From an optimization exercise on the open Yosys and OpenROAD flow, aimed at small area; shortcuts taken in it are not production practice. At most, simulation tests tie the RTL to the original design; equivalence was not proved. No functional check of the RTL was part of run 3. Power and IR drop assume default switching activity.

==> flow/design.v <==
module videoScanPipe (
    input iClk,
    input iRst,
    input iVgaHsync,
    input iVgaVsync,
    input [7:0] iVgaDataRed,
    input [7:0] iVgaDataGreen,
    input [7:0] iVgaDataBlue,
    input [10:0] iHsyncOffset,
    input [9:0] iVsyncOffset,
    input [7:0] iThreshRed,
    input [7:0] iThreshGreen,
    input [7:0] iThreshBlue,
    input iTestData,
    output reg oDviDe,
    output reg oDviHsync,
    output reg oDviVsync,
    output reg [11:0] oDviData,
    output reg [51:0] oScannerDataCode,
    output [10:0] oScannerVpixel,
    output reg oScannerNewData
);
reg [3:0] hsSt, vsSt;
reg rSub;
reg [11:0] rH;
reg [10:0] rV;
reg rSync, rAct, rBin;
wire hsDet = hsSt == 4'd8;
wire vsDet = vsSt == 4'd8;
wire rHEnd = rH == 12'd1055;
wire rIn = rV < 11'd600 && rH < 12'd800;
function [3:0] syncNext;
    input [3:0] k;
    input b;
    begin
        if(k[3])
            syncNext = b ? 4'd0 : 4'd1;
        else if(k[2]) begin
            if(b) syncNext = k + 4'd1;
            else syncNext = (k == 4'd4) ? 4'd4 : 4'd1;
        end
        else
            syncNext = b ? 4'd0 : k + 4'd1;
    end
endfunction
always @(posedge iClk or posedge iRst) begin
    if(iRst) begin
        hsSt <= 4'd4;
        vsSt <= 4'd4;
        rSub <= 0;
        rH <= 0;
        rV <= 0;
        rSync <= 0;
        rAct <= 0;
        rBin <= 0;
    end
    else begin
        hsSt <= syncNext(hsSt, iVgaHsync);
        vsSt <= syncNext(vsSt, iVgaVsync);
        rSub <= ~rSub;
        if(hsDet) begin
            rH <= 12'd800 + {1'b0, iHsyncOffset};
            rSub <= 1;
        end
        else if(rSub) begin
            rH <= rHEnd ? 12'd0 : rH + 12'd1;
        end
        if(vsDet) begin
            rV <= 11'd600 + {1'b0, iVsyncOffset};
        end
        else if(rHEnd && rSub) begin
            rV <= (rV == 11'd627) ? 11'd0 : rV + 11'd1;
        end
        rSync <= rSub && rHEnd && rV == 11'd627;
        rAct <= rIn;
        if(rIn) begin
            if(!rSub)
                rBin <= iVgaDataRed > iThreshRed || iVgaDataGreen > iThreshGreen || iVgaDataBlue > iThreshBlue;
        end
        else begin
            rBin <= 0;
        end
    end
end
reg aSub;
reg [10:0] aH;
reg [9:0] aV;
reg aSync, aAct;
wire aHEnd = aH[10] & (&aH[4:0]);                        
wire aVEnd = aV[9] & aV[6] & aV[5] & aV[4] & aV[1] & aV[0];  
assign oScannerVpixel = {1'b0, aV};
always @(posedge iClk or posedge iRst) begin
    if(iRst) begin
        aSub <= 0;
        aH <= 0;
        aV <= 0;
        aSync <= 0;
        aAct <= 0;
    end
    else begin
        aSync <= aSub && aHEnd && aVEnd;
        aAct <= aH < 11'd800 && aV < 10'd600;
        aSub <= ~aSub;
        if(rSync) begin
            aH <= 0;
            aV <= 0;
            aSub <= 0;
        end
        else if(aSub) begin
            if(aHEnd) begin
                aH <= 0;
                aV <= aVEnd ? 10'd0 : aV + 10'd1;
            end
            else begin
                aH <= aH + 11'd1;
            end
        end
    end
end
localparam IDLE = 3'd0, MARKER_START = 3'd1, MARKER_MID = 3'd2, MARKER_END = 3'd3,
        GROUP_FIRST = 3'd4, GROUP_SECOND = 3'd5;
reg [2:0] state;
reg [2:0] newState;
reg nextModule;
reg nextDigit;
reg dataPrev;
reg [2:0] moduleIndex;
reg [2:0] digitIndex;
reg [3:0] pxIndex;
reg [2:0] moduleMaxIndex;
reg [1:0] blackPxCount;       
reg [5:0] digitDataBuffer;
reg [4:0] groupDigitsTypeBuffer;
reg oVideoModule, oVideoMarker, oVideoDigit;
wire iData = ~rBin;
wire dataRising = !dataPrev && iData;
wire dataFalling = dataPrev && !iData;
wire inGroup = state == GROUP_FIRST || state == GROUP_SECOND;
wire pxAtMax = pxIndex == {1'b0, moduleMaxIndex};
wire [6:0] digitData = {digitDataBuffer, blackPxCount >= moduleMaxIndex[2:1]};
wire [4:0] mmLo = {2'b0, moduleMaxIndex} - 5'd1;
wire [4:0] mmHi = {2'b0, moduleMaxIndex} + 5'd1;
reg [3:0] digitDecoded;
reg isG;
wire [5:0] groupDigitsType = {groupDigitsTypeBuffer, ~isG};
always @* begin
    newState = IDLE;
    nextModule = 0;
    nextDigit = 0;
    case(state)
        IDLE:
            if(dataRising) begin
                newState = MARKER_START;
                nextModule = 1;
            end
        MARKER_START:
            if(pxIndex[3]) begin
                newState = IDLE;
            end
            else if((moduleIndex[0] && dataRising) || (!moduleIndex[0] && dataFalling)) begin
                if((moduleIndex[1:0] != 0 && ({1'b0, pxIndex} < mmLo || {1'b0, pxIndex} > mmHi))
                    || pxIndex < 4'd2) begin
                    newState = IDLE;
                end
                else if(moduleIndex[1:0] != 2'b10) begin
                    newState = MARKER_START;
                    nextModule = 1;
                end
                else begin
                    newState = GROUP_FIRST;
                    nextModule = 1;
                end
            end
            else begin
                newState = MARKER_START;
            end
        GROUP_FIRST, GROUP_SECOND: begin
            newState = state;
            if(pxAtMax) begin
                nextModule = 1;
                if(moduleIndex == 3'd6) begin
                    nextDigit = 1;
                    if(digitIndex == 3'd5)
                        newState = (state == GROUP_FIRST) ? MARKER_MID : MARKER_END;
                end
            end
        end
        MARKER_MID:
            if(pxAtMax) begin
                nextModule = 1;
                newState = (moduleIndex == 3'd4) ? GROUP_SECOND : MARKER_MID;
            end
            else begin
                newState = MARKER_MID;
            end
        MARKER_END:
            if(pxAtMax) begin
                nextModule = 1;
                newState = (moduleIndex == 3'd2) ? IDLE : MARKER_END;
            end
            else begin
                newState = MARKER_END;
            end
        default: begin
            newState = IDLE;
            nextModule = 1;
        end
    endcase
end
always @(posedge iClk or posedge iRst) begin
    if(iRst) begin
        state <= IDLE;
        dataPrev <= 1;
        oScannerNewData <= 0;
    end
    else begin
        oScannerNewData <= 0;
        if(rAct) begin
            if(!aSub) begin
                dataPrev <= iData;
                state <= newState;
                if(inGroup && nextDigit && state == GROUP_SECOND && digitIndex == 3'd5)
                    oScannerNewData <= 1;
            end
        end
        else begin
            state <= IDLE;
            dataPrev <= 1;
        end
    end
end
always @(posedge iClk) begin
    if(rAct && !aSub) begin
        pxIndex <= pxIndex + 4'd1;
        if(state == IDLE) begin
            moduleMaxIndex <= 0;
        end
        else if(state == MARKER_START && nextModule) begin
            if(moduleIndex == 3'd0)
                moduleMaxIndex <= pxIndex[2:0];
            else if(moduleIndex == 3'd1)
                moduleMaxIndex <= ({1'b0, moduleMaxIndex} + pxIndex) >> 1;
        end
        if(state == IDLE) begin
            moduleIndex <= 0;
            pxIndex <= 0;
            digitIndex <= 0;
        end
        else if(newState != IDLE) begin
            if(state != newState) begin
                digitIndex <= 0;
                moduleIndex <= 0;
                pxIndex <= 0;
            end
            else if(nextDigit) begin
                pxIndex <= 0;
                moduleIndex <= 0;
                digitIndex <= digitIndex + 3'd1;
            end
            else if(nextModule) begin
                pxIndex <= 0;
                moduleIndex <= moduleIndex + 3'd1;
            end
        end
        if(!inGroup || nextModule)
            blackPxCount <= 0;
        else if(dataPrev && blackPxCount != 2'd3)
            blackPxCount <= blackPxCount + 2'd1;
        if(inGroup && nextModule) begin
            digitDataBuffer <= digitData[5:0];
            if(nextDigit) begin
                oScannerDataCode[47:0] <= {oScannerDataCode[43:0], digitDecoded};
                groupDigitsTypeBuffer <= groupDigitsType[4:0];
                if(state == GROUP_FIRST && digitIndex == 3'd5) begin
                    case (groupDigitsType)
                        6'b111111: oScannerDataCode[51:48] <= 4'd0;
                        6'b110100: oScannerDataCode[51:48] <= 4'd1;
                        6'b110010: oScannerDataCode[51:48] <= 4'd2;
                        6'b110001: oScannerDataCode[51:48] <= 4'd3;
                        6'b101100: oScannerDataCode[51:48] <= 4'd4;
                        6'b100110: oScannerDataCode[51:48] <= 4'd5;
                        6'b100011: oScannerDataCode[51:48] <= 4'd6;
                        6'b101010: oScannerDataCode[51:48] <= 4'd7;
                        6'b101001: oScannerDataCode[51:48] <= 4'd8;
                        6'b100101: oScannerDataCode[51:48] <= 4'd9;
                        default: oScannerDataCode[51:48] <= 4'hF;
                    endcase
                end
            end
        end
    end
end
always @(posedge iClk) begin
    oVideoMarker <= state == MARKER_START || state == MARKER_MID || state == MARKER_END;
    oVideoModule <= dataPrev;
    oVideoDigit <= inGroup && digitIndex[0];
end
always @* begin
    case(digitData)
        7'b0001101: {isG, digitDecoded} = {1'b0, 4'd0};
        7'b0011001: {isG, digitDecoded} = {1'b0, 4'd1};
        7'b0010011: {isG, digitDecoded} = {1'b0, 4'd2};
        7'b0111101: {isG, digitDecoded} = {1'b0, 4'd3};
        7'b0100011: {isG, digitDecoded} = {1'b0, 4'd4};
        7'b0110001: {isG, digitDecoded} = {1'b0, 4'd5};
        7'b0101111: {isG, digitDecoded} = {1'b0, 4'd6};
        7'b0111011: {isG, digitDecoded} = {1'b0, 4'd7};
        7'b0110111: {isG, digitDecoded} = {1'b0, 4'd8};
        7'b0001011: {isG, digitDecoded} = {1'b0, 4'd9};
        7'b0100111: {isG, digitDecoded} = {1'b1, 4'd0};
        7'b0110011: {isG, digitDecoded} = {1'b1, 4'd1};
        7'b0011011: {isG, digitDecoded} = {1'b1, 4'd2};
        7'b0100001: {isG, digitDecoded} = {1'b1, 4'd3};
        7'b0011101: {isG, digitDecoded} = {1'b1, 4'd4};
        7'b0111001: {isG, digitDecoded} = {1'b1, 4'd5};
        7'b0000101: {isG, digitDecoded} = {1'b1, 4'd6};
        7'b0010001: {isG, digitDecoded} = {1'b1, 4'd7};
        7'b0001001: {isG, digitDecoded} = {1'b1, 4'd8};
        7'b0010111: {isG, digitDecoded} = {1'b1, 4'd9};
        7'b1110010: {isG, digitDecoded} = {1'b0, 4'd0};
        7'b1100110: {isG, digitDecoded} = {1'b0, 4'd1};
        7'b1101100: {isG, digitDecoded} = {1'b0, 4'd2};
        7'b1000010: {isG, digitDecoded} = {1'b0, 4'd3};
        7'b1011100: {isG, digitDecoded} = {1'b0, 4'd4};
        7'b1001110: {isG, digitDecoded} = {1'b0, 4'd5};
        7'b1010000: {isG, digitDecoded} = {1'b0, 4'd6};
        7'b1000100: {isG, digitDecoded} = {1'b0, 4'd7};
        7'b1001000: {isG, digitDecoded} = {1'b0, 4'd8};
        7'b1110100: {isG, digitDecoded} = {1'b0, 4'd9};
        default: {isG, digitDecoded} = {1'b0, 4'd0};
    endcase
end
reg bSub;
reg [10:0] bH;
reg [9:0] bV;
reg bSync, bAct;
reg [8:0] frameIndex;
wire bHEnd = bH[10] & (&bH[4:0]);
wire bVEnd = bV[9] & bV[6] & bV[5] & bV[4] & bV[1] & bV[0];
always @(posedge iClk or posedge iRst) begin
    if(iRst) begin
        bSub <= 0;
        bH <= 0;
        bV <= 0;
        bSync <= 0;
        bAct <= 0;
        frameIndex <= 0;
    end
    else begin
        bSync <= bSub && bHEnd && bVEnd;
        bAct <= bH < 11'd800 && bV < 10'd600;
        bSub <= ~bSub;
        if(aSync) begin
            bH <= 0;
            bV <= 0;
            bSub <= 0;
            frameIndex <= frameIndex + 9'd1;
        end
        else if(bSub) begin
            if(bHEnd) begin
                bH <= 0;
                bV <= bVEnd ? 10'd0 : bV + 10'd1;
            end
            else begin
                bH <= bH + 11'd1;
            end
        end
    end
end
reg [2:0] tpRGB;
reg tpGray;
always @* begin
    tpGray = 0;
    if(bV == 0 || bV == 599 || bH == 0 || bH == 799)
        tpRGB = 3'b111;
    else if(bV == 1 || bV == 598 || bH == 1 || bH == 798)
        tpRGB = 3'b000;
    else if((1 < bV && bV <= 4) || (595 <= bV && bV < 598)
            || (1 < bH && bH <= 4) || (795 <= bH && bH < 798))
        tpRGB = 3'b111;
    else if((1 < bV && bV <= 7) || (592 <= bV && bV < 595)
            || (1 < bH && bH <= 7) || (792 <= bH && bH < 795))
        tpRGB = 3'b000;
    else if(bH <= 105) tpRGB = 3'b100;
    else if(bH <= 203) tpRGB = 3'b010;
    else if(bH <= 301) tpRGB = 3'b001;
    else if(bH <= 497) begin tpRGB = 3'b111; tpGray = 1; end
    else if(bH <= 595) tpRGB = 3'b110;
    else if(bH <= 693) tpRGB = 3'b011;
    else if(bH <= 791) tpRGB = 3'b101;
    else tpRGB = 3'b000;
end
wire [7:0] grayLum = frameIndex[7:0] ^ {8{frameIndex[8] ^ (bH > 399)}};
reg [2:0] pixEn;
reg [7:0] pixLum;
always @(posedge iClk) begin
    if(!bSub) begin
        if(aAct) begin
            if(iTestData) begin
                pixEn <= tpRGB;
                pixLum <= tpGray ? grayLum : 8'hFF;
            end
            else begin
                pixEn <= {oVideoMarker, oVideoDigit, 1'b0};
                pixLum <= {~oVideoModule, 7'h7F};
            end
        end
        else begin
            pixEn <= 0;
            pixLum[7] <= 0;
        end
    end
end
wire [7:0] pixR = {pixLum[7] & (pixEn[2] | ~iTestData), {7{pixEn[2]}} & pixLum[6:0]};
wire [7:0] pixG = {pixLum[7] & (pixEn[1] | ~iTestData), {7{pixEn[1]}} & pixLum[6:0]};
wire [7:0] pixB = {pixLum[7] & (pixEn[0] | ~iTestData), {7{pixEn[0]}} & pixLum[6:0]};
reg cSub;
reg [10:0] cH;
reg [9:0] cV;
wire cHEnd = cH[10] & (&cH[4:0]);
wire cVEnd = cV[9] & cV[6] & cV[5] & cV[4] & cV[1] & cV[0];
always @(posedge iClk or posedge iRst) begin
    if(iRst) begin
        cSub <= 0;
        cH <= 0;
        cV <= 0;
        oDviData <= 0;
        oDviHsync <= 1;
        oDviVsync <= 1;
        oDviDe <= 0;
    end
    else begin
        cSub <= ~cSub;
        if(bSync) begin
            cH <= 0;
            cV <= 0;
            cSub <= 0;
        end
        else if(cSub) begin
            if(cHEnd) begin
                cH <= 0;
                cV <= cVEnd ? 10'd0 : cV + 10'd1;
            end
            else begin
                cH <= cH + 11'd1;
            end
        end
        if(cH == 11'd840 && !cSub)
            oDviHsync <= 0;
        else if(cH == 11'd968 && !cSub)
            oDviHsync <= 1;
        if(cV == 10'd601 && !cSub)
            oDviVsync <= 0;
        else if(cV == 10'd605 && !cSub)
            oDviVsync <= 1;
        oDviDe <= bAct;
        if(bAct)
            oDviData <= cSub ? {pixR, pixG[7:4]} : {pixG[3:0], pixB};
        else
            oDviData <= 0;
    end
end
endmodule
==> flow/flow/run.sh <==
#!/bin/bash
# Standard layout, with two changes: synthesis leaves adders to ABC (no
# half/full adder cell extraction), and CTS inserts no dummy loads.
set -euo pipefail
bash standard.sh ADDER_MAP_FILE= synth > synth.log 2>&1
bash standard.sh ADDER_MAP_FILE= \
  "CTS_ARGS=-sink_clustering_enable -repair_clock_nets -dont_use_dummy_load -buf_list sky130_fd_sc_hd__clkbuf_8 -sink_clustering_size 14 -sink_clustering_max_diameter 60" \
  finish > layout.log 2>&1
==> flow/standard.sh <==
#!/bin/bash
# synth_recipe.tcl (not shown) runs the flow's synth.tcl, then flattens the netlist and writes it again
# the make line also repeats each setting of config.mk as NAME=value (left out here)
make -C /OpenROAD-flow-scripts/flow DESIGN_CONFIG=/design/flow/config.mk WORK_HOME=/design/flow/orfs CLKGATE_MAP_FILE= SYNTH_SCRIPT=/design/flow/synth_recipe.tcl "${@:-finish}"
==> flow/config.mk <==
export PLATFORM = sky130hd
export DESIGN_NAME = videoScanPipe
export DESIGN_NICKNAME = videoScanPipe
export VERILOG_FILES = /design/flow/design.v
export SDC_FILE = /design/flow/constraint.sdc
export NUM_CORES = 4
export LEC_CHECK = 0
export CAP_MARGIN = 20
export CORE_MARGIN = 2
export CORE_UTILIZATION = 40
export SLEW_MARGIN = 20
==> flow/constraint.sdc <==
create_clock -name core_clock -period 8.0 [get_ports {iClk}]
set_input_delay 1.6000 -clock core_clock [delete_from_list [all_inputs] [get_ports {iClk}]]
set_output_delay 1.6000 -clock core_clock [all_outputs]
set_load 0.01 [all_outputs]
==> impl_metrics.py, run 1 <==
metrics = {
    "sta": {
        "finClkSkew_ns": 0.0460,
        "max-slew-margin-rel_pct": 38.4,
        "finalHoldViolations": 0,
        "final.hold.worst_slack_ns": 0.443,
        "layout_min_cycle_time_ns": 3.49,
        "tightestPinTransition_ns": 0.917,
        "finalMaxSlewViolations": 0,
        "layout_worst_path_cycle_share_pct": 43.6,
        "setup_viol": 0,
        "fmaxAchievable_ghz": 0.286,
        "grt_setup_unrepaired": "no",
        "total_negative_setup_slacks_ns": 0,
    },
    "placed_design": {
        "count_of_placed_standard_cells_including_taps": 1734,
        "place.gp.congestion": 0.876,
        "placedInstanceArea_mm2": 0.0138,
        "io_buffers": 151,
        "place_hpwl_um": 17600,
    },
    "floorplan": {
        "dieWidth_um": 177,
        "height_of_the_die_um": 177,
        "die-area_mm2": 0.0315,
        "core_region_area_mm2": 0.0296,
        "floorplan.rows": 63,
        "floorplan.initialDensity_pct": 40.6,
        "top_level_ports": 153,
    },
    "route": {
        "routed_wl_um": 25000,
        "route.detailed.wl_per_inst_um": 14.2,
        "number_of_design_rule_violations_left_after_detail_routing": 0,
        "vias": 9293,
        "final_antenna_net_count": 0,
        "viasPerCell": 5.29,
        "detailedRoute.firstIterationViolations": 571,
        "drt_pass1_iterations": 5,
    },
    "clocking": {
        "cts_resized": 0,
        "numClockSinks": 226,
        "buffer_type_at_the_clock_tree_root": "sky130_fd_sc_hd__clkbuf_8",
        "clkTransAtPathRegs_ns": 0.10,
        "cts_inserted_buffers": 24,
        "cts.path.max_buffers": 3,
        "clkLatencyLatePin_ns": 0.55,
        "cts_tree": "yes",
        "cts-htree-levels": 1,
        "cts-hold-fix-buffers": 0,
        "post_cts_buffers": 0,
    },
    "synth": {
        "synthCells": 1254,
        "yosys-top-cells-area": "sky130_fd_sc_hd__dfrtp_1 27%, sky130_fd_sc_hd__edfxtp_1 22%, sky130_fd_sc_hd__nor2_1 4.6%, sky130_fd_sc_hd__xnor2_1 4.2%, sky130_fd_sc_hd__o21ai_0 4.1%",
        "synth_warnings": 1,
        "synth-main-ff-cell": "sky130_fd_sc_hd__dfrtp_1",
        "synth.net_count": 1328,
        "synth_cell_type_count": 91,
        "postSynth.asyncResetShare_pct": 59.3,
        "edff_count_synth": 89,
        "yosys_register_bits": 226,
        "syn_area_per_cell_um2": 9.59,
        "post-synth-top-area-fraction_pct": 26.8,
        "post_synth_instance_area_mm2": 0.0120,
        "synth-seq-area-share_pct": 50.6,
        "synth_top_cell_by_area": "sky130_fd_sc_hd__dfrtp_1",
    },
    "grt": {
        "gr_layer_usage_met1_pct": 21.6,
        "grt_pass1_vias": 8544,
        "gr-usage-met3_pct": 2.12,
        "global_route_wire_length_before_repair_um": 41700,
        "global_route.peak_usage_layer": "met2",
        "grt_antenna_before_repair": 0,
        "globalRouteOverflowTotal": 0,
        "grt_use_met2_pct": 26.3,
        "grtUsageTotal_pct": 15.7,
        "grt_max_degree": 75,
    },
    "run": {
        "max_cap_violations": 0,
    },
    "worst_setup_path": {
        "cp-end-kind": "flop",
        "critical_path.reg2reg.startpoint": "pxIndex[2]$_SDFFCE_PN0P_",
        "worstPathRequired_ns": 8.19,
        "worstSetupStartpoint": "pxIndex[2]$_SDFFCE_PN0P_",
        "start_kind": "flop",
        "capture_point_of_the_worst_path": "oScannerDataCode[27]$_DFFE_PP_",
        "r2r-end": "oScannerDataCode[27]$_DFFE_PP_",
        "worstPathArrival_ns": 3.68,
        "r2r_cells": 8,
        "worst-path-max-fanout": 53,
        "critPathKind": "reg -> reg",
        "reg_to_reg_slack_setup_ns": 4.51,
    },
    "pwr": {
        "cellPowerDensity_mw_per_mm2": 158,
        "power_uw": 2220,
        "power.leakage_uw": 0.00545,
        "worst_ir_drop_vdd_v": 0.0000936,
    },
    "layout": {
        "finalNetCount": 1444,
        "layout_commonest_cell": "sky130_fd_sc_hd__clkdlybuf4s50_1",
        "post_route_cells_drive_above_1_share_pct": 5.12,
        "area_delta_synth_final_pct": 17.1,
        "fin_area_mm2": 0.0141,
        "final_cell_mix": "151 x sky130_fd_sc_hd__clkdlybuf4s50_1, 148 x sky130_fd_sc_hd__nor2_1, 129 x sky130_fd_sc_hd__dfrtp_1",
        "layoutNonFillerInstCount": 1758,
        "n_antenna_cell": 0,
    },
    "worst_hold_path": {
        "hold_class": "reg -> reg",
    },
    "outcome": {
        "outcome": "no timing/DRC/antenna violations",
    },
}
-- registers in the layout (all words and copies together) (netlist names), 4 cells and up --
name and flops:
oScannerDataCode 52, oDviData 12, rH 12, aH 11
bH 11, cH 11, rV 11, aV 10
bV 10, cV 10, frameIndex 9, pixLum 8
digitDataBuffer 6, groupDigitsTypeBuffer 5, hsSt 4, pxIndex 4
vsSt 4
-- through the flow --
step                utilization, %  setup slack, ns
floorplan                        -             2.83
global placement              46.4             4.15
detailed placement            46.4             4.12
CTS                           47.5             4.47
global route                  47.5             4.05
finish                        47.5             4.51
-- how the worst min path moves through the flow --
stage,to,start,cells past startpoint,slack [ns]
global route,oScannerDataCode[19]$_DFFE_PP_,oScannerDataCode[15]$_DFFE_PP_,0,0.46
detailed placement,oScannerDataCode[14]$_DFFE_PP_,oScannerDataCode[10]$_DFFE_PP_,0,0.43
floorplan,oDviDe$_DFF_PP0_,bAct$_DFF_PP0_,0,0.38
finish,oScannerDataCode[23]$_DFFE_PP_,oScannerDataCode[19]$_DFFE_PP_,0,0.44
CTS,oScannerDataCode[23]$_DFFE_PP_,oScannerDataCode[19]$_DFFE_PP_,0,0.44
global placement,oScannerDataCode[24]$_DFFE_PP_,oScannerDataCode[20]$_DFFE_PP_,0,0.43
-- layer usage --
metal  wire length [µm]  part of all wire (%)
met1              11400                    46
met5                  0                     0
met2              12000                    48
met4                582                   2.3
met3               1000                   4.0
-- cell families (layout without fill, tap and decap cells) --
| kind of cell | count (synthesis) | after routing | share of synthesized area, % |
|---|---|---|---|
| adder cells (fa/ha/maj) | 13 | 13 | 1.09 |
| AND/OR/NAND/NOR | 504 | 504 | 21.1 |
| multiplexers | 6 | 6 | 0.520 |
| buffers and inverters | 116 | 230 | 4.23 |
| XOR/XNOR | 101 | 101 | 7.35 |
| flip-flops | 226 | 226 | 50.6 |
| AO/OA/AOI/OAI | 287 | 287 | 15.0 |
| other | 1 | 1 | 0.0312 |
-- cell usage after synthesis (all sizes together), types with 18 or more instances --
cell type,count
nor2b,18
nor2,149
nand3,36
buf,23
clkbuf,43
dfrtp,129
nor3,28
nand2,127
a21oi,63
inv,50
and2,23
xor2,44
nand2b,22
xnor2,57
and3,18
edfxtp,89
o21ai,100
-- power by group --
| group | switching, µW | internal, µW |
|---|---|---|
| combinational | 113 | 129 |
| sequential | 82.0 | 1260 |
| clock | 375 | 266 |
-- worst max-delay path, stage by stage (launching register included) --
cell	delay, ns
sky130_fd_sc_hd__edfxtp_1	0.59
sky130_fd_sc_hd__xor2_1	0.26
sky130_fd_sc_hd__nor4_2	0.51
sky130_fd_sc_hd__a21oi_1	0.14
sky130_fd_sc_hd__a21oi_1	0.17
sky130_fd_sc_hd__a31oi_1	0.12
sky130_fd_sc_hd__nor3b_2	0.56
sky130_fd_sc_hd__and2_2	0.25
sky130_fd_sc_hd__buf_4	0.53
-- layout make-up --
| cell class | instances | area (µm²) |
|---|---|---|
| fillers | 2821 | 15500 |
| flip-flops and latches | 226 | 6090 |
| multi-input cells | 912 | 5440 |
| repair buffers | 156 | 1550 |
| well taps | 390 | 488 |
| clock buffers | 24 | 330 |
| inverters | 50 | 193 |
==> run 2, diff against run 1 <==
==> flow/run.sh (new file) <==
#!/bin/bash
# synth_recipe.tcl (not shown) runs the flow's synth.tcl, then flattens the netlist and writes it again
# the make line also repeats each setting of config.mk as NAME=value (left out here)
make -C /OpenROAD-flow-scripts/flow DESIGN_CONFIG=/design/flow/config.mk WORK_HOME=/design/flow/orfs CLKGATE_MAP_FILE= SYNTH_SCRIPT=/design/flow/synth_recipe.tcl finish
removed: flow/flow/run.sh
removed: flow/standard.sh
==> impl_metrics.py, run 2 <==
metrics = {
    "sta": {
        "grt_setup_unrepaired": "no",
        "layout_min_cycle_time_ns": 3.32,
        "finalHoldViolations": 0,
        "tightestPinTransition_ns": 0.930,
        "max-slew-margin-rel_pct": 37.8,
        "finClkSkew_ns": 0.0112,
        "worst_slack_ns": 4.68,
        "total_negative_setup_slacks_ns": 0,
        "finalMaxSlewViolations": 0,
        "setup_viol": 0,
        "fmaxAchievable_ghz": 0.301,
        "final.hold.worst_slack_ns": 0.445,
        "layout_worst_path_cycle_share_pct": 41.5,
    },
    "pwr": {
        "cellPowerDensity_mw_per_mm2": 184,
        "power.leakage_uw": 0.00656,
        "worst_ir_drop_vdd_v": 0.000147,
    },
    "synth": {
        "post_synth_most_frequent_cells": "158 x sky130_fd_sc_hd__nor2_1, 129 x sky130_fd_sc_hd__dfrtp_1, 101 x sky130_fd_sc_hd__nand2_1",
        "post-synth-top-area-fraction_pct": 25.0,
        "post_synth_instance_area_mm2": 0.0129,
        "yosys_register_bits": 226,
        "synth-main-ff-cell": "sky130_fd_sc_hd__dfrtp_1",
        "yosys.cell_count.top_type": "sky130_fd_sc_hd__nor2_1",
        "synth.net_count": 1471,
        "synthCells": 1328,
        "edff_count_synth": 89,
        "postSynth.asyncResetShare_pct": 59.3,
        "syn_area_per_cell_um2": 9.73,
        "yosys-top-cells-area": "sky130_fd_sc_hd__dfrtp_1 25%, sky130_fd_sc_hd__edfxtp_1 21%, sky130_fd_sc_hd__ha_1 6.6%, sky130_fd_sc_hd__nor2_1 4.6%, sky130_fd_sc_hd__xor2_1 3.3%",
        "synth-seq-area-share_pct": 47.1,
        "synth_top_cell_by_area": "sky130_fd_sc_hd__dfrtp_1",
        "synth_cell_type_count": 92,
        "synth_warnings": 1,
    },
    "layout": {
        "finalNetCount": 1592,
        "post_route_cells_drive_above_1_share_pct": 5.99,
        "area_occupied_by_multi_input_gates_mm2": 0.00623,
        "layout_commonest_cell": "sky130_fd_sc_hd__nor2_1",
        "area_delta_synth_final_pct": 20.6,
        "layoutNonFillerInstCount": 1872,
        "max_ffs_per_register": 52,
        "postLayoutCoreUtil_pct": 49.1,
        "final-seq-area_mm2": 0.00609,
        "fillerInstances": 2961,
        "n_antenna_cell": 0,
        "reg.largest.list": "oScannerDataCode x52, oDviData x12, rH x12",
        "largest-register": "oScannerDataCode",
        "final_cell_mix": "157 x sky130_fd_sc_hd__nor2_1, 151 x sky130_fd_sc_hd__clkdlybuf4s50_1, 129 x sky130_fd_sc_hd__dfrtp_1",
    },
    "route": {
        "viasPerCell": 5.32,
        "route.detailed.wl_per_inst_um": 14.6,
        "vias": 9952,
        "routed_wl_um": 27300,
        "detailedRoute.firstIterationViolations": 713,
        "drt_pass1_iterations": 5,
        "final_antenna_net_count": 0,
        "number_of_design_rule_violations_left_after_detail_routing": 0,
    },
    "grt": {
        "grt_max_degree": 73,
        "grt_pass1_vias": 9528,
        "globalRouteOverflowTotal": 0,
        "grtUsageTotal_pct": 16.3,
        "global_route_wire_length_before_repair_um": 46500,
        "grt_antenna_before_repair": 0,
    },
    "clocking": {
        "cts_resized": 0,
        "cts-htree-levels": 1,
        "buffer_type_at_the_clock_tree_root": "sky130_fd_sc_hd__clkbuf_16",
        "cts.path.max_buffers": 3,
        "clkTransAtPathRegs_ns": 0.06,
        "post_cts_buffers": 0,
        "cts_inserted_buffers": 27,
        "cts_tree": "yes",
        "cts-hold-fix-buffers": 0,
        "numClockSinks": 226,
        "clkLatencyLatePin_ns": 0.53,
    },
    "placed_design": {
        "io_buffers": 151,
        "place_hpwl_um": 19700,
        "count_of_placed_standard_cells_including_taps": 1822,
        "place.gp.congestion": 0.868,
        "preCtsSetupSlack_ns": 4.46,
    },
    "floorplan": {
        "dieWidth_um": 184,
        "die-area_mm2": 0.0338,
        "height_of_the_die_um": 184,
        "floorplan.rows": 65,
        "core_region_area_mm2": 0.0317,
        "floorplan.initialDensity_pct": 40.8,
        "top_level_ports": 153,
    },
    "worst_hold_path": {
        "hold_class": "reg -> reg",
        "holdPathStages": 0,
    },
    "worst_setup_path": {
        "r2r-end": "moduleIndex[2]$_SDFFCE_PP0P_",
        "worstPathArrival_ns": 3.56,
        "reg_to_reg_slack_setup_ns": 4.68,
        "worst-path-max-fanout": 12,
        "cp-end-kind": "flop",
        "critPathKind": "reg -> reg",
        "worstPathRequired_ns": 8.24,
        "start_kind": "flop",
        "critical_path.reg2reg.startpoint": "pxIndex[2]$_SDFFCE_PN0P_",
        "worstSetupStartpoint": "pxIndex[2]$_SDFFCE_PN0P_",
        "capture_point_of_the_worst_path": "moduleIndex[2]$_SDFFCE_PP0P_",
        "r2r_cells": 8,
    },
    "outcome": {
        "outcome": "no timing/DRC/antenna violations",
    },
    "run": {
        "max_cap_violations": 0,
    },
}
[run 2: final cells by class]
cell class | count | area share, %
Tap cell | 402 | 3.23
Multi-Input combinational cell | 963 | 39.9
Sequential cell | 226 | 39.1
Inverter | 76 | 1.86
Clock buffer | 29 | 4.38
Clock inverter | 21 | 1.61
Timing Repair Buffer | 155 | 9.89
[run 2: worst min path at each step]
stage,start,endpoint,slack [ns]
after global placement,oScannerDataCode[16]$_DFFE_PP_,oScannerDataCode[20]$_DFFE_PP_,0.43
after global routing,oScannerDataCode[34]$_DFFE_PP_,oScannerDataCode[38]$_DFFE_PP_,0.45
after detailed placement,oScannerDataCode[18]$_DFFE_PP_,oScannerDataCode[22]$_DFFE_PP_,0.43
after floorplan,bAct$_DFF_PP0_,oDviDe$_DFF_PP0_,0.38
after CTS,oScannerDataCode[18]$_DFFE_PP_,oScannerDataCode[22]$_DFFE_PP_,0.45
final,oScannerDataCode[18]$_DFFE_PP_,oScannerDataCode[22]$_DFFE_PP_,0.44
[run 2: kinds of logic (layout without fill, tap and decap cells)]
kind of cell	after synthesis	after routing	synth area share, %
and+or+nand+nor	528	528	20.9
AOI/OAI and AO/OA	267	267	13.5
DFF	226	226	47.1
buffers and inverters	139	281	4.76
xor gates and xnor gates	87	87	6.04
adders and majority gates	69	69	6.74
muxes	11	11	0.890
other	1	1	0.0290
[run 2: critical path, stage by stage, from the launching register on]
cell and delay (ns):
sky130_fd_sc_hd__edfxtp_1 0.52, sky130_fd_sc_hd__ha_1 0.40, sky130_fd_sc_hd__nor4_2 0.28, sky130_fd_sc_hd__buf_4 0.23, sky130_fd_sc_hd__nand2_1 0.10, sky130_fd_sc_hd__a22o_2 0.30, sky130_fd_sc_hd__a221oi_4 0.44, sky130_fd_sc_hd__mux2i_1 0.50
sky130_fd_sc_hd__and2_1 0.26
[run 2: per-layer routing]
| metal | global-route usage [%] | routed length (µm) | vias up |
|---|---|---|---|
| met1 | 22.3 | 12800 | 4719 |
| li1 | - | - | 4989 |
| met2 | 27.4 | 13100 | 200 |
| met3 | 2.38 | 958 | 44 |
| met4 | 3.55 | 490 | 0 |
| met5 | 0 | 0 | - |
[run 2: stage by stage]
stage | cell area, µm² | power (µW)
2_1_floorplan | 12900 | 1520
3_3_place_gp | 14700 | 1600
3_5_place_dp | 14700 | 1610
4_1_cts | 15600 | 2900
5_1_grt | 15600 | 3000
6_report | 15600 | 2860
[run 2: power breakdown]
part           total [µW]  switching (µW)  internal [µW]
Combinational         264             126            137
Sequential           1330            66.5           1260
Clock                1280             492            783
==> run 3, diff against run 2 <==
--- a/flow/design.v
+++ b/flow/design.v
@@ -28,6 +28,6 @@
 wire hsDet = hsSt == 4'd8;
 wire vsDet = vsSt == 4'd8;
-wire rHEnd = rH == 12'd1055;
-wire rIn = rV < 11'd600 && rH < 12'd800;
+wire rHEnd = rH == 12'd255;             
+wire rIn = rV >= 11'd1448 && rH >= 12'd3296;    
 function [3:0] syncNext;
     input [3:0] k;
@@ -49,6 +49,6 @@
         vsSt <= 4'd4;
         rSub <= 0;
-        rH <= 0;
-        rV <= 0;
+        rH <= 12'd3296;
+        rV <= 11'd1448;
         rSync <= 0;
         rAct <= 0;
@@ -60,17 +60,17 @@
         rSub <= ~rSub;
         if(hsDet) begin
-            rH <= 12'd800 + {1'b0, iHsyncOffset};
+            rH <= {1'b0, iHsyncOffset};
             rSub <= 1;
         end
         else if(rSub) begin
-            rH <= rHEnd ? 12'd0 : rH + 12'd1;
+            rH <= rHEnd ? 12'd3296 : rH + 12'd1;
         end
         if(vsDet) begin
-            rV <= 11'd600 + {1'b0, iVsyncOffset};
+            rV <= {1'b0, iVsyncOffset};
         end
         else if(rHEnd && rSub) begin
-            rV <= (rV == 11'd627) ? 11'd0 : rV + 11'd1;
+            rV <= (rV == 11'd27) ? 11'd1448 : rV + 11'd1;
         end
-        rSync <= rSub && rHEnd && rV == 11'd627;
+        rSync <= rSub && rHEnd && rV == 11'd27;
         rAct <= rIn;
         if(rIn) begin
@@ -131,5 +131,4 @@
 reg [1:0] blackPxCount;       
 reg [5:0] digitDataBuffer;
-reg [4:0] groupDigitsTypeBuffer;
 reg oVideoModule, oVideoMarker, oVideoDigit;
 wire iData = ~rBin;
@@ -143,4 +142,5 @@
 reg [3:0] digitDecoded;
 reg isG;
+reg [4:0] groupDigitsTypeBuffer;
 wire [5:0] groupDigitsType = {groupDigitsTypeBuffer, ~isG};
 always @* begin
@@ -296,38 +296,24 @@
     oVideoDigit <= inGroup && digitIndex[0];
 end
-always @* begin
-    case(digitData)
-        7'b0001101: {isG, digitDecoded} = {1'b0, 4'd0};
-        7'b0011001: {isG, digitDecoded} = {1'b0, 4'd1};
-        7'b0010011: {isG, digitDecoded} = {1'b0, 4'd2};
-        7'b0111101: {isG, digitDecoded} = {1'b0, 4'd3};
-        7'b0100011: {isG, digitDecoded} = {1'b0, 4'd4};
-        7'b0110001: {isG, digitDecoded} = {1'b0, 4'd5};
-        7'b0101111: {isG, digitDecoded} = {1'b0, 4'd6};
-        7'b0111011: {isG, digitDecoded} = {1'b0, 4'd7};
-        7'b0110111: {isG, digitDecoded} = {1'b0, 4'd8};
-        7'b0001011: {isG, digitDecoded} = {1'b0, 4'd9};
-        7'b0100111: {isG, digitDecoded} = {1'b1, 4'd0};
-        7'b0110011: {isG, digitDecoded} = {1'b1, 4'd1};
-        7'b0011011: {isG, digitDecoded} = {1'b1, 4'd2};
-        7'b0100001: {isG, digitDecoded} = {1'b1, 4'd3};
-        7'b0011101: {isG, digitDecoded} = {1'b1, 4'd4};
-        7'b0111001: {isG, digitDecoded} = {1'b1, 4'd5};
-        7'b0000101: {isG, digitDecoded} = {1'b1, 4'd6};
-        7'b0010001: {isG, digitDecoded} = {1'b1, 4'd7};
-        7'b0001001: {isG, digitDecoded} = {1'b1, 4'd8};
-        7'b0010111: {isG, digitDecoded} = {1'b1, 4'd9};
-        7'b1110010: {isG, digitDecoded} = {1'b0, 4'd0};
-        7'b1100110: {isG, digitDecoded} = {1'b0, 4'd1};
-        7'b1101100: {isG, digitDecoded} = {1'b0, 4'd2};
-        7'b1000010: {isG, digitDecoded} = {1'b0, 4'd3};
-        7'b1011100: {isG, digitDecoded} = {1'b0, 4'd4};
-        7'b1001110: {isG, digitDecoded} = {1'b0, 4'd5};
-        7'b1010000: {isG, digitDecoded} = {1'b0, 4'd6};
-        7'b1000100: {isG, digitDecoded} = {1'b0, 4'd7};
-        7'b1001000: {isG, digitDecoded} = {1'b0, 4'd8};
-        7'b1110100: {isG, digitDecoded} = {1'b0, 4'd9};
-        default: {isG, digitDecoded} = {1'b0, 4'd0};
+function rValid;
+    input [4:0] k;
+    case(k)
+        5'b11001, 5'b10011, 5'b10110, 5'b00001, 5'b01110,
+        5'b00111, 5'b01000, 5'b00010, 5'b00100, 5'b11010: rValid = 1'b1;
+        default: rValid = 1'b0;
     endcase
+endfunction
+function [3:0] rDigit;    
+    input [4:0] k;
+    rDigit = {~k[0] & (k[1] ^ (k[2] | ~k[3])), k[4] ^ (k[1] | k[3]), ~(k[2] ^ k[4]),
+            (k[0] | ~k[2]) & (k[1] | ~k[3])};
+endfunction
+wire codeOk = digitData[6] ^ digitData[0];
+wire [4:0] rlKey = digitData[5:1] ^ {5{~digitData[6]}};    
+wire [4:0] gKey = {digitData[1], digitData[2], digitData[3], digitData[4], digitData[5]};
+wire rlOk = codeOk & rValid(rlKey);
+always @* begin
+    isG = codeOk & ~digitData[6] & rValid(gKey);
+    digitDecoded = ({4{rlOk}} & rDigit(rlKey)) | ({4{isG}} & rDigit(gKey));
 end
 reg bSub;
@@ -368,30 +354,31 @@
     end
 end
-reg [2:0] tpRGB;
-reg tpGray;
-always @* begin
-    tpGray = 0;
-    if(bV == 0 || bV == 599 || bH == 0 || bH == 799)
-        tpRGB = 3'b111;
-    else if(bV == 1 || bV == 598 || bH == 1 || bH == 798)
-        tpRGB = 3'b000;
-    else if((1 < bV && bV <= 4) || (595 <= bV && bV < 598)
-            || (1 < bH && bH <= 4) || (795 <= bH && bH < 798))
-        tpRGB = 3'b111;
-    else if((1 < bV && bV <= 7) || (592 <= bV && bV < 595)
-            || (1 < bH && bH <= 7) || (792 <= bH && bH < 795))
-        tpRGB = 3'b000;
-    else if(bH <= 105) tpRGB = 3'b100;
-    else if(bH <= 203) tpRGB = 3'b010;
-    else if(bH <= 301) tpRGB = 3'b001;
-    else if(bH <= 497) begin tpRGB = 3'b111; tpGray = 1; end
-    else if(bH <= 595) tpRGB = 3'b110;
-    else if(bH <= 693) tpRGB = 3'b011;
-    else if(bH <= 791) tpRGB = 3'b101;
-    else tpRGB = 3'b000;
-end
-wire [7:0] grayLum = frameIndex[7:0] ^ {8{frameIndex[8] ^ (bH > 399)}};
+wire vTop = bV[9:3] == 7'd0;
+wire vBot = bV[9] & bV[6] & bV[4];             
+wire hTop = bH[9:3] == 7'd0;                  
+wire hBot = bH[9] & bH[8] & bH[4] & bH[3];     
+wire [2:0] vd = vBot ? ~bV[2:0] : bV[2:0];
+wire [2:0] hd = hBot ? ~bH[2:0] : bH[2:0];
+wire vIn = vTop | vBot;
+wire hIn = hTop | hBot;
+wire d0 = (vIn && vd == 3'd0) || (hIn && hd == 3'd0);
+wire d1 = (vIn && vd == 3'd1) || (hIn && hd == 3'd1);
+wire d24 = (vIn && vd >= 3'd2 && vd <= 3'd4) || (hIn && hd >= 3'd2 && hd <= 3'd4);
+wire border = vIn | hIn;
+wire borderWhite = d0 | (!d1 & d24);
+wire c1 = bH[9:0] <= 10'd105;
+wire c2 = bH[9:0] <= 10'd203;
+wire c3 = bH[9:0] <= 10'd301;
+wire c4 = bH[9:0] <= 10'd399;
+wire c5 = bH[9:0] <= 10'd497;
+wire c6 = bH[9:0] <= 10'd595;
+wire c7 = bH[9:0] <= 10'd693;
+wire bandR = c1 | (!c3 & c6) | !c7;
+wire bandG = (!c1 & c2) | (!c3 & c7);
+wire bandB = (!c2 & c5) | !c6;
+wire [2:0] tpRGB = border ? {3{borderWhite}} : {bandR, bandG, bandB};
+wire tpGray = !border & !c3 & c5;
 reg [2:0] pixEn;
-reg [7:0] pixLum;
+reg pixGray, pixX;
 always @(posedge iClk) begin
     if(!bSub) begin
@@ -399,20 +386,23 @@
             if(iTestData) begin
                 pixEn <= tpRGB;
-                pixLum <= tpGray ? grayLum : 8'hFF;
+                pixGray <= tpGray;
+                pixX <= !c4;
             end
             else begin
                 pixEn <= {oVideoMarker, oVideoDigit, 1'b0};
-                pixLum <= {~oVideoModule, 7'h7F};
+                pixGray <= 0;
+                pixX <= ~oVideoModule;
             end
         end
         else begin
             pixEn <= 0;
-            pixLum[7] <= 0;
+            pixX <= 0;
         end
     end
 end
-wire [7:0] pixR = {pixLum[7] & (pixEn[2] | ~iTestData), {7{pixEn[2]}} & pixLum[6:0]};
-wire [7:0] pixG = {pixLum[7] & (pixEn[1] | ~iTestData), {7{pixEn[1]}} & pixLum[6:0]};
-wire [7:0] pixB = {pixLum[7] & (pixEn[0] | ~iTestData), {7{pixEn[0]}} & pixLum[6:0]};
+wire [7:0] pixLum = pixGray ? frameIndex[7:0] ^ {8{frameIndex[8] ^ pixX}} : 8'hFF;
+wire [7:0] pixR = {iTestData ? pixEn[2] & pixLum[7] : pixX, {7{pixEn[2]}} & pixLum[6:0]};
+wire [7:0] pixG = {iTestData ? pixEn[1] & pixLum[7] : pixX, {7{pixEn[1]}} & pixLum[6:0]};
+wire [7:0] pixB = {iTestData ? pixEn[0] & pixLum[7] : pixX, {7{pixEn[0]}} & pixLum[6:0]};
 reg cSub;
 reg [10:0] cH;
==> flow/flow/run.sh (new file) <==
#!/bin/bash
# Layout: the standard synthesis; then its combinational logic re-mapped
# by ABC for area with the registers untouched (flow/remap.tcl), kept only if
# Yosys proves it equal to the standard netlist (flow/equiv.tcl); then the
# standard flow from floorplan on, with a clock tree of small buffers and no
# dummy loads. Each tool's output goes to a log of its own here.
set -euo pipefail
RES=orfs/results/$FLOW_PLATFORM/videoScanPipe/base
LIB=$FLOW_HOME/platforms/$FLOW_PLATFORM/lib/sky130_fd_sc_hd__tt_025C_1v80.lib
YOSYS=$(command -v yosys || echo "$FLOW_HOME/../tools/install/yosys/bin/yosys")

bash standard.sh synth > synth.log 2>&1

cp $RES/1_2_yosys.v synth_standard.v
DONT_USE=$(make -s -C "$FLOW_HOME" DESIGN_CONFIG="$PWD/config.mk" print-DONT_USE_CELLS 2>/dev/null \
  | sed 's/^DONT_USE_CELLS: //')
[[ -n "$DONT_USE" ]] || DONT_USE=$(grep -o 'sky130_fd_sc_hd__\(probe\|lpflow\)[a-z0-9_]*' $FLOW_HOME/platforms/$FLOW_PLATFORM/config.mk | tr '\n' ' ')
export REMAP_LIB=$LIB REMAP_IN=synth_standard.v REMAP_OUT=synth_remapped.v \
  REMAP_ABC=$PWD/flow/area.abc REMAP_DONT_USE="$DONT_USE"
if "$YOSYS" -c flow/remap.tcl > remap.log 2>&1 && "$YOSYS" -c flow/equiv.tcl > equiv.log 2>&1; then
  cp synth_remapped.v $RES/1_2_yosys.v
  rm -f $RES/1_synth.odb
  echo "using the re-mapped netlist"
else
  echo "re-mapping failed or was not proven; using the standard netlist"
fi

bash standard.sh \
  "CTS_ARGS=-sink_clustering_enable -repair_clock_nets -dont_use_dummy_load -buf_list sky130_fd_sc_hd__clkbuf_4 -sink_clustering_size 8 -sink_clustering_max_diameter 60" \
  finish > layout.log 2>&1
==> flow/flow/area.abc (new file) <==
strash
&get -n
&deepsyn -J 50 -T 300
&put
dch -f
amap
topo
==> flow/flow/equiv.tcl (new file) <==
# Prove the re-mapped netlist equal to the standard one: registers are paired
# by name and every register input and output port compared.
yosys -import
set lib $::env(REMAP_LIB)
read_liberty -overwrite -ignore_miss_func $lib
read_verilog $::env(REMAP_IN)
rename $::env(FLOW_TOP) gold
read_verilog $::env(REMAP_OUT)
rename $::env(FLOW_TOP) gate
hierarchy -check
flatten gold gate
async2sync
opt_clean
equiv_make gold gate eq
hierarchy -top eq
equiv_simple -undef
equiv_induct -undef
equiv_status -assert
==> flow/flow/remap.tcl (new file) <==
# Re-map the combinational logic of the synthesized netlist for area.
# Registers are kept as they are (same instances, names and cells); every
# other cell is read as its Liberty function and mapped again by ABC.
yosys -import
set lib $::env(REMAP_LIB)
set top $::env(FLOW_TOP)
read_liberty -overwrite -ignore_miss_func $lib
read_verilog $::env(REMAP_IN)
hierarchy -top $top
setattr -mod -set keep_hierarchy 1 sky130_fd_sc_hd__df* sky130_fd_sc_hd__edf*
flatten
select $top
opt_clean
set dont_use {}
foreach c $::env(REMAP_DONT_USE) { lappend dont_use -dont_use $c }
abc -script $::env(REMAP_ABC) -liberty $lib {*}$dont_use
opt_clean -purge
hilomap -singleton -hicell sky130_fd_sc_hd__conb_1 HI -locell sky130_fd_sc_hd__conb_1 LO
insbuf -buf sky130_fd_sc_hd__buf_4 A X
select -clear
hierarchy -top $top
blackbox sky130_fd_sc_hd__*
tee -o remap_stat.txt stat -liberty $lib
write_verilog -noattr -nohex -nodec $::env(REMAP_OUT)
==> flow/standard.sh (new file) <==
#!/bin/bash
# synth_recipe.tcl (not shown) runs the flow's synth.tcl, then flattens the netlist and writes it again
# the make line also repeats each setting of config.mk as NAME=value (left out here)
make -C /OpenROAD-flow-scripts/flow DESIGN_CONFIG=/design/flow/config.mk WORK_HOME=/design/flow/orfs CLKGATE_MAP_FILE= SYNTH_SCRIPT=/design/flow/synth_recipe.tcl "${@:-finish}"
removed: flow/run.sh
==> impl_metrics.py, run 3 <==
metrics = {
    "grt": {
        "grt_pass1_vias": 9428,
        "grt_max_degree": 69,
        "grt_antenna_before_repair": 1,
        "global_route_wire_length_before_repair_um": 45800,
        "grtUsageTotal_pct": 16.5,
        "globalRouteOverflowTotal": 0,
    },
    "sta": {
        "tightestPinTransition_ns": 0.858,
        "finalMaxSlewViolations": 0,
        "max-slew-margin-rel_pct": 42.8,
        "layout_worst_path_cycle_share_pct": 44.2,
        "finClkSkew_ns": 0.0584,
        "layout_min_cycle_time_ns": 3.53,
        "worst_slack_ns": 4.47,
        "grt_setup_unrepaired": "no",
        "setup_viol": 0,
        "total_negative_setup_slacks_ns": 0,
        "finalHoldViolations": 0,
        "fmaxAchievable_ghz": 0.283,
    },
    "worst_setup_path": {
        "cp-end-kind": "flop",
        "r2r_cells": 10,
        "worst-path-buf-inv": 1,
        "cpLargestDelayFamily": "simple AND/OR/NAND/NOR gates",
        "worstPathRequired_ns": 8.48,
        "cp.depth": 10,
        "worstSetupStartpoint": "pxIndex[2]$_SDFFCE_PN0P_",
        "critical_path.most_common_cell": "sky130_fd_sc_hd__ha_1",
        "start_kind": "flop",
        "worstPathArrival_ns": 4.01,
        "crit_path_cell_trace": "ha_1 > nor4_4 > nand3_1 > inv_2 > mux2i_1 > ha_1 > or3_1 > o211ai_1 > a21oi_1 > mux2_2",
        "reg_to_reg_slack_setup_ns": 4.47,
        "worst-path-max-fanout": 12,
        "crit_path_top_delay_cell": "sky130_fd_sc_hd__edfxtp_1",
        "critical_path.reg2reg.startpoint": "pxIndex[2]$_SDFFCE_PN0P_",
        "critPathKind": "reg -> reg",
        "cp_slowest_stage_delay_ns": 0.53,
    },
    "synth": {
        "yosys-top-cells-area": "sky130_fd_sc_hd__dfrtp_1 24%, sky130_fd_sc_hd__edfxtp_1 20%, sky130_fd_sc_hd__ha_1 7.5%, sky130_fd_sc_hd__nor2_1 3.5%, sky130_fd_sc_hd__dfstp_2 3.1%",
        "post_synth_most_frequent_cells": "119 x sky130_fd_sc_hd__dfrtp_1, 118 x sky130_fd_sc_hd__nor2_1, 93 x sky130_fd_sc_hd__nand2_1",
        "synth_warnings": 1,
        "synth.net_count": 1411,
        "synth-main-ff-cell": "sky130_fd_sc_hd__dfrtp_1",
        "synth_cell_type_count": 86,
        "postSynth.asyncResetShare_pct": 60.6,
        "yosys.cell_count.top_type": "sky130_fd_sc_hd__dfrtp_1",
        "yosys_register_bits": 221,
        "syn_area_per_cell_um2": 9.94,
        "post-synth-top-area-fraction_pct": 23.7,
        "synth_top_cell_by_area": "sky130_fd_sc_hd__dfrtp_1",
        "synth-seq-area-share_pct": 47.4,
        "edff_count_synth": 83,
        "synthCells": 1261,
        "post_synth_instance_area_mm2": 0.0125,
    },
    "outcome": {
        "outcome": "no timing/DRC/antenna violations",
    },
    "clocking": {
        "clkTransAtPathRegs_ns": 0.09,
        "cts_resized": 0,
        "cts_inserted_buffers": 36,
        "buffer_type_at_the_clock_tree_root": "sky130_fd_sc_hd__clkbuf_4",
        "clkLatencyLatePin_ns": 0.62,
        "cts-hold-fix-buffers": 0,
        "numClockSinks": 221,
        "post_cts_buffers": 0,
        "cts-htree-levels": 2,
        "cts.path.max_buffers": 3,
        "cts_tree": "yes",
    },
    "layout": {
        "reg.largest.list": "oScannerDataCode x52, oDviData x12, rH x12",
        "post_route_cells_drive_above_1_share_pct": 5.93,
        "finalNetCount": 1551,
        "final_cell_mix": "151 x sky130_fd_sc_hd__clkdlybuf4s50_1, 119 x sky130_fd_sc_hd__dfrtp_1, 117 x sky130_fd_sc_hd__nor2_1",
        "area_delta_synth_final_pct": 16.9,
        "layout_commonest_cell": "sky130_fd_sc_hd__clkdlybuf4s50_1",
        "max_ffs_per_register": 52,
        "largest-register": "oScannerDataCode",
    },
    "floorplan": {
        "die-area_mm2": 0.0328,
        "floorplan.initialDensity_pct": 40.8,
        "top_level_ports": 153,
        "height_of_the_die_um": 181,
        "floorplan.rows": 64,
        "dieWidth_um": 181,
        "core_region_area_mm2": 0.0307,
    },
    "run": {
        "max_cap_violations": 0,
    },
    "route": {
        "drt_pass1_iterations": 6,
        "detailedRoute.firstIterationViolations": 598,
        "final_antenna_net_count": 0,
        "number_of_design_rule_violations_left_after_detail_routing": 0,
        "vias": 9727,
        "routed_wl_um": 26700,
        "route.detailed.wl_per_inst_um": 14.9,
        "viasPerCell": 5.42,
    },
    "pwr": {
        "cellPowerDensity_mw_per_mm2": 152,
        "worst_ir_drop_vdd_v": 0.000137,
        "power.leakage_uw": 0.00624,
        "power_uw": 2230,
    },
    "placed_design": {
        "io_buffers": 151,
        "place.gp.congestion": 0.831,
        "place_hpwl_um": 19100,
        "preCtsSetupSlack_ns": 4.44,
    },
    "worst_hold_path": {
        "hold_class": "reg -> reg",
    },
}
[run 3: changes by cell type after synthesis, sizes merged, moves of 7 or more]
cell | previous run | this run
a21o | 5 | 14
nand2 | 102 | 93
dfrtp | 129 | 119
nor2 | 158 | 118
dfstp | 5 | 15
buf | 24 | 5
ha | 68 | 75
o21ai | 72 | 58
nand2b | 16 | 28
o22ai | 8 | 23
nand3 | 55 | 44
a21oi | 77 | 59
clkbuf | 39 | 48
[run 3: layout make-up]
cell class	count	area (µm²)
Antenna cell	1	2.50
Clock buffer	36	270
Fill cell	2895	16100
Inverter	75	287
Multi-Input combinational cell	912	6120
Sequential cell	221	5940
Tap cell	396	495
Timing Repair Buffer	155	1540
[run 3: stage by stage]
| step | hold slack, ns | util (%) | std cells | instance area (µm²) |
|---|---|---|---|---|
| final | 0.420 | 47.7 | 1796 | 14700 |
| after global routing | 0.415 | 47.7 | 1796 | 14700 |
| after CTS | 0.404 | 47.6 | 1795 | 14600 |
| after detailed placement | 0.430 | 46.8 | 1759 | 14400 |
| after global placement | 0.426 | 46.8 | 1759 | 14400 |
| after floorplan | 0.380 | - | 1261 | 12500 |
[run 3: worst min path at each step]
stage	from	endpoint	slack, ns	depth (start not counted)
finish	oScannerDataCode[11]$_DFFE_PP_	oScannerDataCode[15]$_DFFE_PP_	0.42	0
global route	oScannerDataCode[8]$_DFFE_PP_	oScannerDataCode[12]$_DFFE_PP_	0.42	0
CTS	oScannerDataCode[11]$_DFFE_PP_	oScannerDataCode[15]$_DFFE_PP_	0.40	0
detailed placement	oScannerDataCode[11]$_DFFE_PP_	oScannerDataCode[15]$_DFFE_PP_	0.43	0
global placement	oScannerDataCode[18]$_DFFE_PP_	oScannerDataCode[22]$_DFFE_PP_	0.43	0
floorplan	bAct$_DFF_PP0_	oDviDe$_DFF_PP0_	0.38	0
[run 3: cell families after synthesis]
group / after synthesis / synth area share, %
adder cells (fa/ha/maj): 76 / 7.64
AND/OR/NAND/NOR: 473 / 20.0
buffers and inverters: 128 / 3.93
XOR/XNOR: 83 / 5.80
multiplexers: 17 / 1.41
other: 1 / 0.0299
AO/OA/AOI/OAI: 262 / 13.8
flip-flops: 221 / 47.4
[run 3: where the power goes]
part	internal, µW	switching (µW)	leakage, µW
Sequential	1250	96.7	0.00263
Clock	208	373	0.000166
Combinational	155	144	0.00344
Total	1610	614	0.00624
[run 3: metal layers]
| metal | routed length (µm) | vias to the layer above | global-route usage (%) |
|---|---|---|---|
| li1 | - | 4833 | - |
| met1 | 12100 | 4649 | 21.7 |
| met2 | 12900 | 204 | 28.3 |
| met3 | 1170 | 41 | 2.68 |
| met4 | 514 | 0 | 4.20 |
| met5 | 0 | - | 0 |
[run 3: worst register-to-register path, delay by kind of cell (launching register included)]
family / cells / cell delay [ns]
DFF: 1 / 0.53
AOI/OAI and AO/OA: 2 / 0.17
adders and majority gates: 2 / 0.70
muxes: 2 / 0.43
and+or+nand+nor: 3 / 1.25
buffers and inverters: 1 / 0.34
==> run 4, diff against run 3 <==
--- a/flow/design.v
+++ b/flow/design.v
@@ -230,7 +230,18 @@
     end
 end
+wire scanEn = rAct && !aSub;
+wire stay = state != IDLE && newState != IDLE && state == newState;
+wire pxClear = state == IDLE || (newState != IDLE && (state != newState || nextModule));
+wire miClear = state == IDLE || (newState != IDLE && (state != newState || nextDigit));
+wire diClear = state == IDLE || (newState != IDLE && state != newState);
+wire bpcClear = !inGroup || nextModule;
 always @(posedge iClk) begin
-    if(rAct && !aSub) begin
-        pxIndex <= pxIndex + 4'd1;
+    pxIndex <= (scanEn && pxClear) ? 4'd0 : pxIndex + {3'd0, scanEn};
+    moduleIndex <= (scanEn && miClear) ? 3'd0 : moduleIndex + {2'd0, scanEn && stay && nextModule && !nextDigit};
+    digitIndex <= (scanEn && diClear) ? 3'd0 : digitIndex + {2'd0, scanEn && stay && nextDigit};
+    blackPxCount <= (scanEn && bpcClear) ? 2'd0 : blackPxCount + {1'd0, scanEn && dataPrev && blackPxCount != 2'd3};
+end
+always @(posedge iClk) begin
+    if(scanEn) begin
         if(state == IDLE) begin
             moduleMaxIndex <= 0;
@@ -242,29 +253,4 @@
                 moduleMaxIndex <= ({1'b0, moduleMaxIndex} + pxIndex) >> 1;
         end
-        if(state == IDLE) begin
-            moduleIndex <= 0;
-            pxIndex <= 0;
-            digitIndex <= 0;
-        end
-        else if(newState != IDLE) begin
-            if(state != newState) begin
-                digitIndex <= 0;
-                moduleIndex <= 0;
-                pxIndex <= 0;
-            end
-            else if(nextDigit) begin
-                pxIndex <= 0;
-                moduleIndex <= 0;
-                digitIndex <= digitIndex + 3'd1;
-            end
-            else if(nextModule) begin
-                pxIndex <= 0;
-                moduleIndex <= moduleIndex + 3'd1;
-            end
-        end
-        if(!inGroup || nextModule)
-            blackPxCount <= 0;
-        else if(dataPrev && blackPxCount != 2'd3)
-            blackPxCount <= blackPxCount + 2'd1;
         if(inGroup && nextModule) begin
             digitDataBuffer <= digitData[5:0];
--- a/flow/flow/equiv.tcl
+++ b/flow/flow/equiv.tcl
@@ -5,7 +5,7 @@
 read_liberty -overwrite -ignore_miss_func $lib
 read_verilog $::env(REMAP_IN)
-rename $::env(FLOW_TOP) gold
+yosys rename $::env(FLOW_TOP) gold
 read_verilog $::env(REMAP_OUT)
-rename $::env(FLOW_TOP) gate
+yosys rename $::env(FLOW_TOP) gate
 hierarchy -check
 flatten gold gate
==> impl_metrics.py, run 4 <==
metrics = {
    "worst_hold_path": {
        "hold_class": "reg -> reg",
        "worstHoldStart": "oScannerDataCode[2]$_DFFE_PP_",
        "holdPathStages": 0,
        "min_delay_worst_endpoint": "oScannerDataCode[6]$_DFFE_PP_",
    },
    "sta": {
        "finalHoldViolations": 0,
        "total_negative_setup_slacks_ns": 0,
        "max-slew-margin-rel_pct": 43.8,
        "layout_min_cycle_time_ns": 4.40,
        "worst_slack_ns": 3.60,
        "layout_worst_path_cycle_share_pct": 55.0,
        "finClkSkew_ns": 0.0671,
        "grt_setup_unrepaired": "no",
        "tightestPinTransition_ns": 0.842,
        "finalMaxSlewViolations": 0,
        "fmaxAchievable_ghz": 0.227,
        "setup_viol": 0,
    },
    "layout": {
        "post_route_cells_drive_above_1_share_pct": 3.96,
        "reg.largest.list": "oScannerDataCode x52, oDviData x12, rH x12",
        "fin_area_mm2": 0.0121,
        "final_cell_mix": "188 x sky130_fd_sc_hd__nor2_1, 156 x sky130_fd_sc_hd__clkinv_1, 151 x sky130_fd_sc_hd__clkdlybuf4s50_1",
        "largest-register": "oScannerDataCode",
        "max_ffs_per_register": 52,
        "area_delta_synth_final_pct": 20.8,
        "finalNetCount": 1313,
        "layout_commonest_cell": "sky130_fd_sc_hd__nor2_1",
    },
    "grt": {
        "grt_antenna_before_repair": 1,
        "globalRouteOverflowTotal": 0,
        "grtUsageTotal_pct": 15.4,
        "grt_pass1_vias": 7510,
        "global_route_wire_length_before_repair_um": 34300,
        "grt_max_degree": 77,
    },
    "pwr": {
        "worst_ir_drop_vdd_v": 0.000112,
        "power.leakage_uw": 0.00455,
        "cellPowerDensity_mw_per_mm2": 170,
    },
    "floorplan": {
        "dieWidth_um": 162,
        "floorplan.initialDensity_pct": 40.9,
        "floorplan.rows": 57,
        "height_of_the_die_um": 162,
        "top_level_ports": 153,
        "core_region_area_mm2": 0.0245,
        "die-area_mm2": 0.0263,
    },
    "route": {
        "detailedRoute.firstIterationViolations": 352,
        "routed_wl_um": 20200,
        "viasPerCell": 5.08,
        "route.detailed.wl_per_inst_um": 12.9,
        "final_antenna_net_count": 0,
        "drt_pass1_iterations": 5,
        "number_of_design_rule_violations_left_after_detail_routing": 0,
        "vias": 7940,
    },
    "clocking": {
        "clkTransAtPathRegs_ns": 0.10,
        "cts-htree-levels": 1,
        "cts.path.max_buffers": 3,
        "cts_inserted_buffers": 31,
        "clkLatencyLatePin_ns": 0.69,
        "cts_tree": "yes",
        "buffer_type_at_the_clock_tree_root": "sky130_fd_sc_hd__clkbuf_4",
        "numClockSinks": 221,
        "cts_resized": 0,
        "cts-hold-fix-buffers": 0,
        "post_cts_buffers": 0,
    },
    "worst_setup_path": {
        "cpLargestDelayFamily": "simple AND/OR/NAND/NOR gates",
        "worstPathRequired_ns": 8.31,
        "cp-end-kind": "flop",
        "reg_to_reg_slack_setup_ns": 3.60,
        "critical_path.reg2reg.startpoint": "moduleMaxIndex[1]$_SDFFCE_PN0P_",
        "worst-path-max-fanout": 54,
        "cp_slowest_stage_delay_ns": 0.64,
        "crit_path_cell_trace": "clkinv_1 > nor2_1 > a21oi_1 > clkinv_1 > a21oi_1 > a31oi_1 > nor4_1 > o21ai_0 > nor2_1 > nand3_1 > clkinv_2 > and3_1 > nand2_1 > nor2_1",
        "crit_path_top_delay_cell": "sky130_fd_sc_hd__clkinv_2",
        "critical_path.most_common_cell": "sky130_fd_sc_hd__nor2_1",
        "r2r-end": "oScannerDataCode[49]$_DFFE_PP_",
        "start_kind": "flop",
        "r2r_cells": 14,
        "critPathKind": "reg -> reg",
        "worst-path-buf-inv": 3,
        "worstPathArrival_ns": 4.71,
    },
    "placed_design": {
        "io_buffers": 151,
        "place_hpwl_um": 14900,
        "preCtsSetupSlack_ns": 3.40,
        "placedInstanceArea_mm2": 0.0119,
        "place.gp.congestion": 0.923,
    },
    "synth": {
        "synthCells": 1065,
        "syn_area_per_cell_um2": 9.40,
        "synth_warnings": 1,
        "post_synth_instance_area_mm2": 0.0100,
        "synth.net_count": 1139,
    },
    "outcome": {
        "outcome": "no timing/DRC/antenna violations",
    },
    "run": {
        "max_cap_violations": 0,
    },
}
run 4: how the worst max path moves through the flow:
stage | startpoint | end | cells past startpoint
after floorplan | moduleMaxIndex[1]$_SDFFCE_PN0P_ | oScannerDataCode[48]$_DFFE_PP_ | 14
after global placement | moduleMaxIndex[1]$_SDFFCE_PN0P_ | oScannerDataCode[49]$_DFFE_PP_ | 14
after detailed placement | moduleMaxIndex[1]$_SDFFCE_PN0P_ | oScannerDataCode[50]$_DFFE_PP_ | 14
after CTS | moduleMaxIndex[1]$_SDFFCE_PN0P_ | oScannerDataCode[49]$_DFFE_PP_ | 14
after global routing | moduleMaxIndex[1]$_SDFFCE_PN0P_ | oScannerDataCode[49]$_DFFE_PP_ | 14
final | moduleMaxIndex[1]$_SDFFCE_PN0P_ | oScannerDataCode[49]$_DFFE_PP_ | 14
run 4: final cells by class:
class / instances / area (µm²)
Timing Repair Buffer: 152 / 1520
Inverter: 158 / 599
Sequential cell: 221 / 5820
Tap cell: 324 / 405
Clock buffer: 31 / 233
Antenna cell: 1 / 2.50
Fill cell: 2295 / 12400
Multi-Input combinational cell: 675 / 3510
run 4: power by group:
| part | leakage, µW | switching [µW] | internal [µW] | total (µW) |
|---|---|---|---|---|
| combinational | 0.00184 | 118 | 122 | 240 |
| clock | 0.000143 | 352 | 177 | 528 |
| sequential | 0.00257 | 45.1 | 1240 | 1290 |
run 4: routing by layer:
metal	up-vias	global-route usage (%)	wire length, µm
met5	-	0	0
met1	3581	21.0	9510
met2	243	25.3	9100
li1	4089	-	-
met3	27	3.29	1240
met4	0	3.42	330
run 4: through the flow:
stage | total power, µW | util (%) | instances | hold WS (ns)
2_1_floorplan | 1480 | - | 1065 | 0.408
3_5_place_dp | 1560 | 48.5 | 1530 | 0.432
6_report | 2060 | 49.4 | 1562 | 0.395
3_3_place_gp | 1550 | 48.5 | 1530 | 0.430
5_1_grt | 2180 | 49.4 | 1562 | 0.407
4_1_cts | 2100 | 49.4 | 1561 | 0.370

==> separate check: timing with driven ports <==
How much do the figures lean on ideal ports? The routed layouts below were timed once more, with nothing changed but the port constraints.
Step 1: set_driving_cell puts a clkbuf_16 on iClk and a buf_2 on each other input, an assumption about the parent block.
Step 2 moves the port delays by t, midway between the first and last clock arrival at a register: inputs arrive t later, outputs are due t later. That takes back most of the time a late clock gives input paths.
Three values: no drivers, after step 1, after step 2; two values: the first two.
run	shift t [ns]	setup WS [ns]	worst setup path at the end	worst register clock-pin slew, ns
run 1	0.571	4.509 / 4.509 / 4.136	input to register	0.10 / 0.10
run 2	0.572	4.680 / 4.680 / 4.455	input to register	0.06 / 0.06
run 3	0.633	4.466 / 4.466 / 4.466	register to register	0.10 / 0.10
run 4	0.695	3.596 / 3.596 / 3.596	register to register	0.10 / 0.10
After both steps every run listed still meets setup and hold. The setup slack of run 1, which loses most, moves by 0.000 ns with the drivers and by -0.373 ns with both steps.
